This design comes from an exercise in tuning for small area and a short achievable clock period on the open sky130 flow, not from production work. No activity file was given, so power comes from the tool's default toggle rates.

==> inputs of 01-02 <==
==> flow/design.v <==
module processor (clk, reset, imem_addr, imem_data, dmem_addr, dmem_wdata, dmem_we, dmem_re, dmem_rdata);
	input clk, reset;
	output [9:0] imem_addr;
	input [31:0] imem_data;
	output [9:0] dmem_addr;
	output [31:0] dmem_wdata;
	output dmem_we, dmem_re;
	input [31:0] dmem_rdata;
	wire [31:0] I = imem_data;
	reg [31:0] pc_p;	 
	reg [11:0] pc_t;	 
	reg        pc_tk;	 
	wire [31:0] pc = pc_tk ? {20'd0, pc_t} : pc_p;
	reg [31:0] rf [0:15];
	reg        ex_ld, ex_st, ex_wr, ex_fw, ex_jal;
	reg [31:0] ex_a, ex_b;
	reg [3:0]  ex_dst;
	reg        ex_add, ex_ykeep, ex_yinv, ex_cin;	 
	reg        ex_shl, ex_shr, ex_asr, ex_lch;	 
	reg [3:0]  ex_tlo, ex_thi;	 
	reg        ex_one;	 
	reg        ex_hold;	 
	reg        ex_f0m5, ex_f0asl, ex_f5z, ex_f5lsl;	 
	reg        wb_wr, wb_fw, wb_jal;
	reg [31:0] wb_val, wb_pc;
	reg [3:0]  wb_dst;
	reg [1:0]  fl_q;	 
	reg        f0_q, f5_q;
	wire [1:0] cls = I[31:30];
	wire [2:0] jk = I[22:20];
	wire is_alu = (cls == 2'b00);
	wire is_lit = (cls == 2'b01);
	wire is_mem = (cls == 2'b10);
	wire is_jmp = (cls == 2'b11);
	wire is_st  = is_mem & I[8];
	wire is_ld  = is_mem & ~I[8];
	wire is_jal = is_jmp & (jk == 3'b011);
	reg [3:0] ra_idx;
	always @(*) begin
		case (cls)
			2'b00: ra_idx = I[7:4];
			2'b01: ra_idx = I[19:16];
			2'b10: ra_idx = I[8] ? I[7:4] : I[3:0];
			default: ra_idx = I[15:12];
		endcase
	end
	wire [3:0] rb_idx = I[3:0];
	reg [3:0] dst;
	always @(*) begin
		case (cls)
			2'b00: dst = I[11:8];
			2'b01: dst = I[19:16];
			2'b10: dst = I[7:4];
			default: dst = 4'b1111;
		endcase
	end
	reg [5:0] op;
	always @(*) begin
		case (cls)
			2'b00: op = I[17:12];
			2'b01: op = (jk == 3'b000) ? 6'b100000 : {5'b01111, I[21]};
			default: op = 6'b100000;
		endcase
	end
	reg d_add, d_ykeep, d_yinv, d_cin, d_shl, d_shr, d_asr, d_lch, d_one, d_hold;
	reg d_f0m5, d_f0asl, d_f5z, d_f5lsl;
	reg [3:0] d_tlo, d_thi;
	always @(*) begin
		d_add = 1'b0; d_ykeep = 1'b0; d_yinv = 1'b0; d_cin = 1'b0;
		d_shl = 1'b0; d_shr = 1'b0; d_asr = 1'b0; d_lch = 1'b0; d_one = 1'b0; d_hold = 1'b0;
		d_f0m5 = 1'b0; d_f0asl = 1'b0; d_f5z = 1'b0; d_f5lsl = 1'b0;
		d_tlo = 4'b0000;
		case (op)
			6'd0: begin d_add = 1'b1; d_ykeep = 1'b1; end
			6'd2: begin d_add = 1'b1; d_ykeep = 1'b1; d_cin = 1'b1; end
			6'd3: begin d_add = 1'b1; d_cin = 1'b1; end
			6'd4: begin d_add = 1'b1; d_ykeep = 1'b1; d_yinv = 1'b1; d_cin = 1'b1; end
			6'd5: begin d_add = 1'b1; d_ykeep = 1'b1; d_yinv = 1'b1; d_f0m5 = 1'b1; end
			6'd6: begin d_add = 1'b1; d_yinv = 1'b1; d_f5z = 1'b1; end
			6'd9: begin d_tlo = 4'b1100; d_hold = 1'b1; end
			6'd13: begin d_shl = 1'b1; d_f0asl = 1'b1; end
			6'd14: begin d_shr = 1'b1; d_asr = 1'b1; end
			6'd16: d_one = 1'b1;
			6'd17: d_tlo = 4'b1100;
			6'd18: d_tlo = 4'b0011;
			6'd19: d_tlo = 4'b1000;
			6'd20: d_tlo = 4'b0010;
			6'd21: d_tlo = 4'b0111;
			6'd22: d_tlo = 4'b1110;
			6'd23: d_tlo = 4'b1011;
			6'd24: d_tlo = 4'b0001;
			6'd25: d_tlo = 4'b0110;
			6'd26, 6'd27: d_tlo = 4'b1001;
			6'd28: begin d_shl = 1'b1; d_f5lsl = 1'b1; end
			6'd29: d_shr = 1'b1;
			6'd30: begin d_tlo = 4'b1010; d_hold = 1'b1; end
			6'd31: begin d_tlo = 4'b1100; d_lch = 1'b1; d_hold = 1'b1; end
			6'd32: begin d_tlo = 4'b1010; d_hold = 1'b1; end
			default: ;
		endcase
		d_thi = (op == 6'd30) ? 4'b1100 : d_tlo;
	end
	wire fw = (cls == 2'b00) | (cls == 2'b01) | (I[31:8] == 24'h800000) | (I[31:20] == 12'hC03);
	wire wr = is_alu | is_lit | is_ld | is_jal;
	wire [31:0] ra_raw = rf[ra_idx];
	wire [31:0] rb_raw = rf[rb_idx];
	wire [31:0] ex_res;
	wire [31:0] pc1 = pc + 32'd1;
	reg [31:0] a_in, b_in;
	always @(*) begin
		if (is_jal)
			a_in = pc1;
		else if (ex_fw && ex_dst == ra_idx)
			a_in = ex_res;
		else if (wb_fw && wb_dst == ra_idx)
			a_in = wb_val;
		else
			a_in = ra_raw;
		if (is_lit)
			b_in = {{16{I[15]}}, I[15:0]};
		else if (ex_fw && ex_dst == rb_idx)
			b_in = ex_res;
		else if (wb_fw && wb_dst == rb_idx)
			b_in = wb_val;
		else
			b_in = rb_raw;
	end
	wire [31:0] A = ex_a, B = ex_b;
	wire [31:0] Y = (B & {32{ex_ykeep}}) ^ {32{ex_yinv}};
	wire [31:0] S = A + Y + {31'd0, ex_cin};
	reg [31:0] L;
	integer i;
	always @(*) begin
		for (i = 0; i < 32; i = i + 1) begin
			if (ex_shl)
				L[i] = (i == 0) ? 1'b0 : A[i - 1];
			else if (ex_shr)
				L[i] = (i == 31) ? (A[31] & ex_asr) : A[i + 1];
			else if (ex_lch && i >= 16)
				L[i] = B[i - 16];
			else if (i >= 16)
				L[i] = B[i] ? (A[i] ? ex_thi[3] : ex_thi[1]) : (A[i] ? ex_thi[2] : ex_thi[0]);
			else
				L[i] = (B[i] ? (A[i] ? ex_tlo[3] : ex_tlo[1]) : (A[i] ? ex_tlo[2] : ex_tlo[0])) | ((i == 0) & ex_one);
		end
	end
	wire [31:0] R = ex_add ? S : L;
	wire [31:0] K = {A[30:0] | Y[30:0], ex_cin};
	wire Z_add = ((A ^ Y) ^ K) == 32'd0;
	wire Z = ex_add ? Z_add : (L == 32'd0);
	wire N = R[31];
	wire ovf = (A[31] == Y[31]) & (R[31] != A[31]);
	wire f0_new = (ex_add & ovf) |
	              (ex_f0m5 & (A == 32'd0) & (B == 32'h80000000)) |
	              (ex_f0asl & (A[31] ^ A[30]));
	wire f5_new = (ex_add & ~ex_f5z & (A[31] != Y[31]) & ~R[31]) |
	              (ex_f5z & Z_add) |
	              (ex_f5lsl & A[31]);
	wire [1:0] fl = ex_hold ? fl_q : {N, Z};
	wire f0 = ex_hold ? f0_q : f0_new;
	wire f5 = ex_hold ? f5_q : f5_new;
	wire [5:0] flags = {f5, ~fl[0], fl[0] ^ fl[1], fl[1] & ~fl[0], fl[0] & ~fl[1], f0};
	assign ex_res = ex_ld ? dmem_rdata : R;
	reg cond;
	always @(*) begin
		case (I[19:16])
			4'd1: cond = flags[0];
			4'd2: cond = flags[1];
			4'd3: cond = flags[2];
			4'd4: cond = flags[3];
			4'd5: cond = flags[4];
			4'd6: cond = flags[5];
			default: cond = ~I[20];
		endcase
	end
	wire taken = cond ~^ I[20];
	wire jreg = is_jmp & (jk == 3'b011 || jk == 3'b100);
	wire tk_next = is_jmp & (jk == 3'b000 || (jk != 3'b011 && jk != 3'b100 && taken));
	always @(posedge clk) begin
		if (reset) begin
			pc_p <= 32'd0;
			pc_tk <= 1'b0;
			ex_ld <= 1'b0;
			ex_st <= 1'b0;
			ex_wr <= 1'b0;
			ex_jal <= 1'b0;
			ex_fw <= 1'b0;
			ex_add <= 1'b0;
			ex_ykeep <= 1'b0;
			ex_yinv <= 1'b0;
			ex_cin <= 1'b0;
			ex_shl <= 1'b0;
			ex_shr <= 1'b0;
			ex_asr <= 1'b0;
			ex_lch <= 1'b0;
			ex_tlo <= 4'b1010;
			ex_thi <= 4'b1010;
			ex_one <= 1'b0;
			ex_hold <= 1'b1;
			ex_f0m5 <= 1'b0;
			ex_f0asl <= 1'b0;
			ex_f5z <= 1'b0;
			ex_f5lsl <= 1'b0;
			wb_wr <= 1'b0;
			wb_jal <= 1'b0;
			wb_fw <= 1'b0;
			fl_q <= 2'b11;
			f0_q <= 1'b0;
			f5_q <= 1'b0;
		end else begin
			pc_p <= jreg ? ra_raw : pc1;
			pc_tk <= tk_next;
			ex_ld <= is_mem;
			ex_st <= is_st;
			ex_wr <= wr;
			ex_jal <= is_jal;
			ex_fw <= fw;
			ex_add <= d_add;
			ex_ykeep <= d_ykeep;
			ex_yinv <= d_yinv;
			ex_cin <= d_cin;
			ex_shl <= d_shl;
			ex_shr <= d_shr;
			ex_asr <= d_asr;
			ex_lch <= d_lch;
			ex_tlo <= d_tlo;
			ex_thi <= d_thi;
			ex_one <= d_one;
			ex_hold <= d_hold;
			ex_f0m5 <= d_f0m5;
			ex_f0asl <= d_f0asl;
			ex_f5z <= d_f5z;
			ex_f5lsl <= d_f5lsl;
			wb_wr <= ex_wr;
			wb_jal <= ex_jal;
			wb_fw <= ex_fw;
			fl_q <= fl;
			f0_q <= f0;
			f5_q <= f5;
		end
		ex_a <= a_in;
		ex_b <= b_in;
		ex_dst <= dst;
		pc_t <= I[11:0];
		wb_val <= ex_res;
		wb_pc <= ex_a;
		wb_dst <= ex_dst;
		if (wb_wr)
			rf[wb_dst] <= wb_jal ? wb_pc : wb_val;
	end
	assign imem_addr = pc[9:0];
	assign dmem_addr = ex_a[9:0];
	assign dmem_wdata = ex_b;
	assign dmem_we = ex_st;
	assign dmem_re = ex_ld;
endmodule
==> flow/run.sh <==
#!/bin/bash
# synth_recipe.tcl (not shown) runs the flow's synth.tcl, then flattens the netlist and writes it again
# the make line also repeats each setting of config.mk as NAME=value (left out here)
make -C /OpenROAD-flow-scripts/flow DESIGN_CONFIG=/design/flow/config.mk WORK_HOME=/design/flow/orfs CLKGATE_MAP_FILE= SYNTH_SCRIPT=/design/flow/synth_recipe.tcl finish
==> flow/config.mk <==
export PLATFORM = sky130hd
export DESIGN_NAME = processor
export DESIGN_NICKNAME = processor
export VERILOG_FILES = /design/flow/design.v
export SDC_FILE = /design/flow/constraint.sdc
export NUM_CORES = 4
export LEC_CHECK = 0
export CAP_MARGIN = 20
export CORE_MARGIN = 2
export CORE_UTILIZATION = 40
export SLEW_MARGIN = 20
==> flow/constraint.sdc <==
create_clock -name core_clock -period 8.5 [get_ports {clk}]
set_input_delay 1.7000 -clock core_clock [delete_from_list [all_inputs] [get_ports {clk}]]
set_output_delay 1.7000 -clock core_clock [all_outputs]
set_load 0.01 [all_outputs]
==> 10-22 (differences from 01-02) <==
==> flow/design.v, changed modules only <==
module processor (clk, reset, imem_addr, imem_data, dmem_addr, dmem_wdata, dmem_we, dmem_re, dmem_rdata);
	input clk, reset;
	output [9:0] imem_addr;
	input [31:0] imem_data;
	output [9:0] dmem_addr;
	output [31:0] dmem_wdata;
	output dmem_we, dmem_re;
	input [31:0] dmem_rdata;
	wire [31:0] I = imem_data;
	reg [31:0] pc_p;	 
	reg [11:0] pc_t;	 
	reg        pc_tk;	 
	wire [31:0] pc = pc_tk ? {20'd0, pc_t} : pc_p;
	reg [31:0] rf [0:15];
	reg        ex_ld, ex_st, ex_wr, ex_fw, ex_jal;
	reg [5:0]  ex_op;
	reg        ex_add, ex_ykeep, ex_yinv, ex_cin;
	reg [31:0] ex_a, ex_b;
	reg [3:0]  ex_dst;
	reg        wb_wr, wb_fw, wb_jal;
	reg [31:0] wb_val, wb_pc;
	reg [3:0]  wb_dst;
	reg [1:0]  fl_q;	 
	reg        f0_q, f5_q;
	wire [1:0] cls = I[31:30];
	wire [2:0] jk = I[22:20];
	wire is_alu = (cls == 2'b00);
	wire is_lit = (cls == 2'b01);
	wire is_mem = (cls == 2'b10);
	wire is_jmp = (cls == 2'b11);
	wire is_st  = is_mem & I[8];
	wire is_ld  = is_mem & ~I[8];
	wire is_jal = is_jmp & (jk == 3'b011);
	reg [3:0] ra_idx;
	always @(*) begin
		case (cls)
			2'b00: ra_idx = I[7:4];
			2'b01: ra_idx = I[19:16];
			2'b10: ra_idx = I[8] ? I[7:4] : I[3:0];
			default: ra_idx = I[15:12];
		endcase
	end
	wire [3:0] rb_idx = I[3:0];
	reg [3:0] dst;
	always @(*) begin
		case (cls)
			2'b00: dst = I[11:8];
			2'b01: dst = I[19:16];
			2'b10: dst = I[7:4];
			default: dst = 4'b1111;
		endcase
	end
	reg [5:0] op;
	always @(*) begin
		case (cls)
			2'b00: op = I[17:12];
			2'b01: op = (jk == 3'b000) ? 6'b100000 : {5'b01111, I[21]};
			default: op = 6'b100000;
		endcase
	end
	wire d_add   = (op == 6'd0) | (op == 6'd2) | (op == 6'd3) | (op == 6'd4) | (op == 6'd5) | (op == 6'd6);
	wire d_ykeep = (op == 6'd0) | (op == 6'd2) | (op == 6'd4) | (op == 6'd5);
	wire d_yinv  = (op == 6'd4) | (op == 6'd5) | (op == 6'd6);
	wire d_cin   = (op == 6'd2) | (op == 6'd3) | (op == 6'd4);
	wire fw = (cls == 2'b00) | (cls == 2'b01) | (I[31:8] == 24'h800000) | (I[31:20] == 12'hC03);
	wire wr = is_alu | is_lit | is_ld | is_jal;
	wire [31:0] ra_raw = rf[ra_idx];
	wire [31:0] rb_raw = rf[rb_idx];
	wire [31:0] ex_res;
	wire [31:0] pc1 = pc + 32'd1;
	reg [31:0] a_in, b_in;
	always @(*) begin
		if (is_jal)
			a_in = pc1;
		else if (ex_fw && ex_dst == ra_idx)
			a_in = ex_res;
		else if (wb_fw && wb_dst == ra_idx)
			a_in = wb_val;
		else
			a_in = ra_raw;
		if (is_lit)
			b_in = {{16{I[15]}}, I[15:0]};
		else if (ex_fw && ex_dst == rb_idx)
			b_in = ex_res;
		else if (wb_fw && wb_dst == rb_idx)
			b_in = wb_val;
		else
			b_in = rb_raw;
	end
	wire [31:0] A = ex_a, B = ex_b;
	wire [31:0] Y = (B & {32{ex_ykeep}}) ^ {32{ex_yinv}};
	wire [31:0] S = A + Y + {31'd0, ex_cin};
	wire o_shl = (ex_op == 6'd13) | (ex_op == 6'd28);
	wire o_shr = (ex_op == 6'd14) | (ex_op == 6'd29);
	wire o_lch = (ex_op == 6'd31);
	reg [3:0] t_lo, t_hi;
	reg one;
	always @(*) begin
		one = 1'b0;
		case (ex_op)
			6'd9, 6'd17: t_lo = 4'b1100;
			6'd16: begin t_lo = 4'b0000; one = 1'b1; end
			6'd18: t_lo = 4'b0011;
			6'd19: t_lo = 4'b1000;
			6'd20: t_lo = 4'b0010;
			6'd21: t_lo = 4'b0111;
			6'd22: t_lo = 4'b1110;
			6'd23: t_lo = 4'b1011;
			6'd24: t_lo = 4'b0001;
			6'd25: t_lo = 4'b0110;
			6'd26, 6'd27: t_lo = 4'b1001;
			6'd30: t_lo = 4'b1010;
			6'd31: t_lo = 4'b1100;
			6'd32: t_lo = 4'b1010;
			default: t_lo = 4'b0000;
		endcase
		t_hi = (ex_op == 6'd30) ? 4'b1100 : t_lo;
	end
	reg [31:0] L;
	integer i;
	always @(*) begin
		for (i = 0; i < 32; i = i + 1) begin
			if (o_shl)
				L[i] = (i == 0) ? 1'b0 : A[i - 1];
			else if (o_shr)
				L[i] = (i == 31) ? (A[31] & (ex_op == 6'd14)) : A[i + 1];
			else if (o_lch && i >= 16)
				L[i] = B[i - 16];
			else if (i >= 16)
				L[i] = B[i] ? (A[i] ? t_hi[3] : t_hi[1]) : (A[i] ? t_hi[2] : t_hi[0]);
			else
				L[i] = (B[i] ? (A[i] ? t_lo[3] : t_lo[1]) : (A[i] ? t_lo[2] : t_lo[0])) | ((i == 0) & one);
		end
	end
	wire [31:0] R = ex_add ? S : L;
	wire [31:0] K = {A[30:0] | Y[30:0], ex_cin};
	wire Z_add = ((A ^ Y) ^ K) == 32'd0;
	wire Z = ex_add ? Z_add : (L == 32'd0);
	wire N = R[31];
	wire hold = (ex_op == 6'd9) | (ex_op == 6'd30) | (ex_op == 6'd31) | (ex_op == 6'd32);
	wire ovf = (A[31] == Y[31]) & (R[31] != A[31]);
	wire f0_new = (ex_add & ovf) |
	              ((ex_op == 6'd5) & (A == 32'd0) & (B == 32'h80000000)) |
	              ((ex_op == 6'd13) & (A[31] ^ A[30]));
	wire f5_new = (ex_add & (ex_op != 6'd6) & (A[31] != Y[31]) & ~R[31]) |
	              ((ex_op == 6'd6) & Z_add) |
	              ((ex_op == 6'd28) & A[31]);
	wire [1:0] fl = hold ? fl_q : {N, Z};
	wire f0 = hold ? f0_q : f0_new;
	wire f5 = hold ? f5_q : f5_new;
	wire [5:0] flags = {f5, ~fl[0], fl[0] ^ fl[1], fl[1] & ~fl[0], fl[0] & ~fl[1], f0};
	assign ex_res = ex_ld ? dmem_rdata : R;
	reg cond;
	always @(*) begin
		case (I[19:16])
			4'd1: cond = flags[0];
			4'd2: cond = flags[1];
			4'd3: cond = flags[2];
			4'd4: cond = flags[3];
			4'd5: cond = flags[4];
			4'd6: cond = flags[5];
			default: cond = ~I[20];
		endcase
	end
	wire taken = cond ~^ I[20];
	wire [31:0] target = {20'd0, I[11:0]};
	wire jreg = is_jmp & (jk == 3'b011 || jk == 3'b100);
	wire tk_next = is_jmp & (jk == 3'b000 || (jk != 3'b011 && jk != 3'b100 && taken));
	always @(posedge clk) begin
		if (reset) begin
			pc_p <= 32'd0;
			pc_tk <= 1'b0;
			ex_ld <= 1'b0;
			ex_st <= 1'b0;
			ex_op <= 6'b100000;
			ex_add <= 1'b0;
			ex_ykeep <= 1'b0;
			ex_yinv <= 1'b0;
			ex_cin <= 1'b0;
			ex_wr <= 1'b0;
			ex_jal <= 1'b0;
			ex_fw <= 1'b0;
			wb_wr <= 1'b0;
			wb_jal <= 1'b0;
			wb_fw <= 1'b0;
			fl_q <= 2'b11;
			f0_q <= 1'b0;
			f5_q <= 1'b0;
		end else begin
			pc_p <= jreg ? ra_raw : pc1;
			pc_tk <= tk_next;
			ex_ld <= is_mem;
			ex_st <= is_st;
			ex_op <= op;
			ex_add <= d_add;
			ex_ykeep <= d_ykeep;
			ex_yinv <= d_yinv;
			ex_cin <= d_cin;
			ex_wr <= wr;
			ex_jal <= is_jal;
			ex_fw <= fw;
			wb_wr <= ex_wr;
			wb_jal <= ex_jal;
			wb_fw <= ex_fw;
			fl_q <= fl;
			f0_q <= f0;
			f5_q <= f5;
		end
		ex_a <= a_in;
		pc_t <= I[11:0];
		ex_b <= b_in;
		ex_dst <= dst;
		wb_val <= ex_res;
		wb_pc <= ex_a;
		wb_dst <= ex_dst;
		if (wb_wr)
			rf[wb_dst] <= wb_jal ? wb_pc : wb_val;
	end
	assign imem_addr = pc[9:0];
	assign dmem_addr = ex_a[9:0];
	assign dmem_wdata = ex_b;
	assign dmem_we = ex_st;
	assign dmem_re = ex_ld;
endmodule
==> comparison <==
01-02 ran to the end with no violations. 10-22 completed with no timing, DRC or antenna violations. Between 01-02 and 10-22, the lower utilization is in 10-22 (gap 0.70 points). Against 01-02, the synthesized area of 10-22 is larger by 1.3%. Against 01-02, the clock power of 10-22 is lower by about 9%. Worst setup slack: 01-02 is higher than 10-22 (0.20 ns). Against 01-02, the sequential share of layout area of 10-22 is lower by 0.30 points. Between 10-22 and 01-02, the lower sequential cell count is in 10-22 (gap 7). Of 01-02 and 10-22, 10-22 has the higher die area (gap 1.3%, measured against 10-22). Of 10-22 and 01-02, 10-22 has the higher routed wire length (gap 2.9%, measured against 01-02).
==> figures <==
metric	10-22	01-02
Run status	no timing/DRC/antenna violations	no timing/DRC/antenna violations
Adder-Cell Fraction of Synth Area	0.0231	0.0238
Core Box Area	0.0967 sq mm	0.0953 sq mm
Post-synthesis instance area	0.0390 sq mm	0.0385 sq mm
Fraction of layout instances using a drive strength above 1	0.133	0.209
Final standard cell utilization of the core	0.451	0.458
P_comb	0.00201 W	0.00187 W
Sequential cell count of the final layout	720	727
First-pass GRT wire length	196 mm	189 mm
Via/cell ratio	6.38	6.21
Wire length after detailed routing	135 mm	131 mm
Max-slew headroom at the worst pin	0.220	0.139
Final worst path period need	5.93 ns	5.72 ns
Post-route cell area	0.0436 sq mm	0.0437 sq mm
Cell area reported after detailed placement	0.0414 sq mm	0.0411 sq mm
Area fraction of clock buffers and clock inverters	0.0522	0.0588
Post-Syn Area per Cell	11.1 sq um	13.4 sq um
Share of the synthesized area in the top cell type	0.394	0.399
No run of this note included a check of the RTL's function; only the layout flow was run.

-- port drivers added, routing unchanged --
In the flow no input, the clock included, has a driving cell. The finished layouts below were timed again as built, in two steps.
Step 1 assumes that a clkbuf_16 drives the clock port and a buf_2 every other input.
Step 2, shift: input delay + t, output delay - t, t = (earliest + latest rising clock arrival at the registers) / 2. This alone moves slack from input paths to output paths.
a / b / c = ideal ports / drivers / drivers and shift; a / b = the first two.
| run | t, ns | setup WS [ns] | worst setup path after step 2 |
|---|---|---|---|
| 01-02 | 0.673 | 2.775 / 2.775 / 2.506 | input to register |
| 10-22 | 0.689 | 2.572 / 2.572 / 2.024 | input to register |
After both steps setup and hold are still met in every run listed. The setup slack of 10-22, which loses most, moves by 0.000 ns with the drivers and by -0.548 ns with both steps.
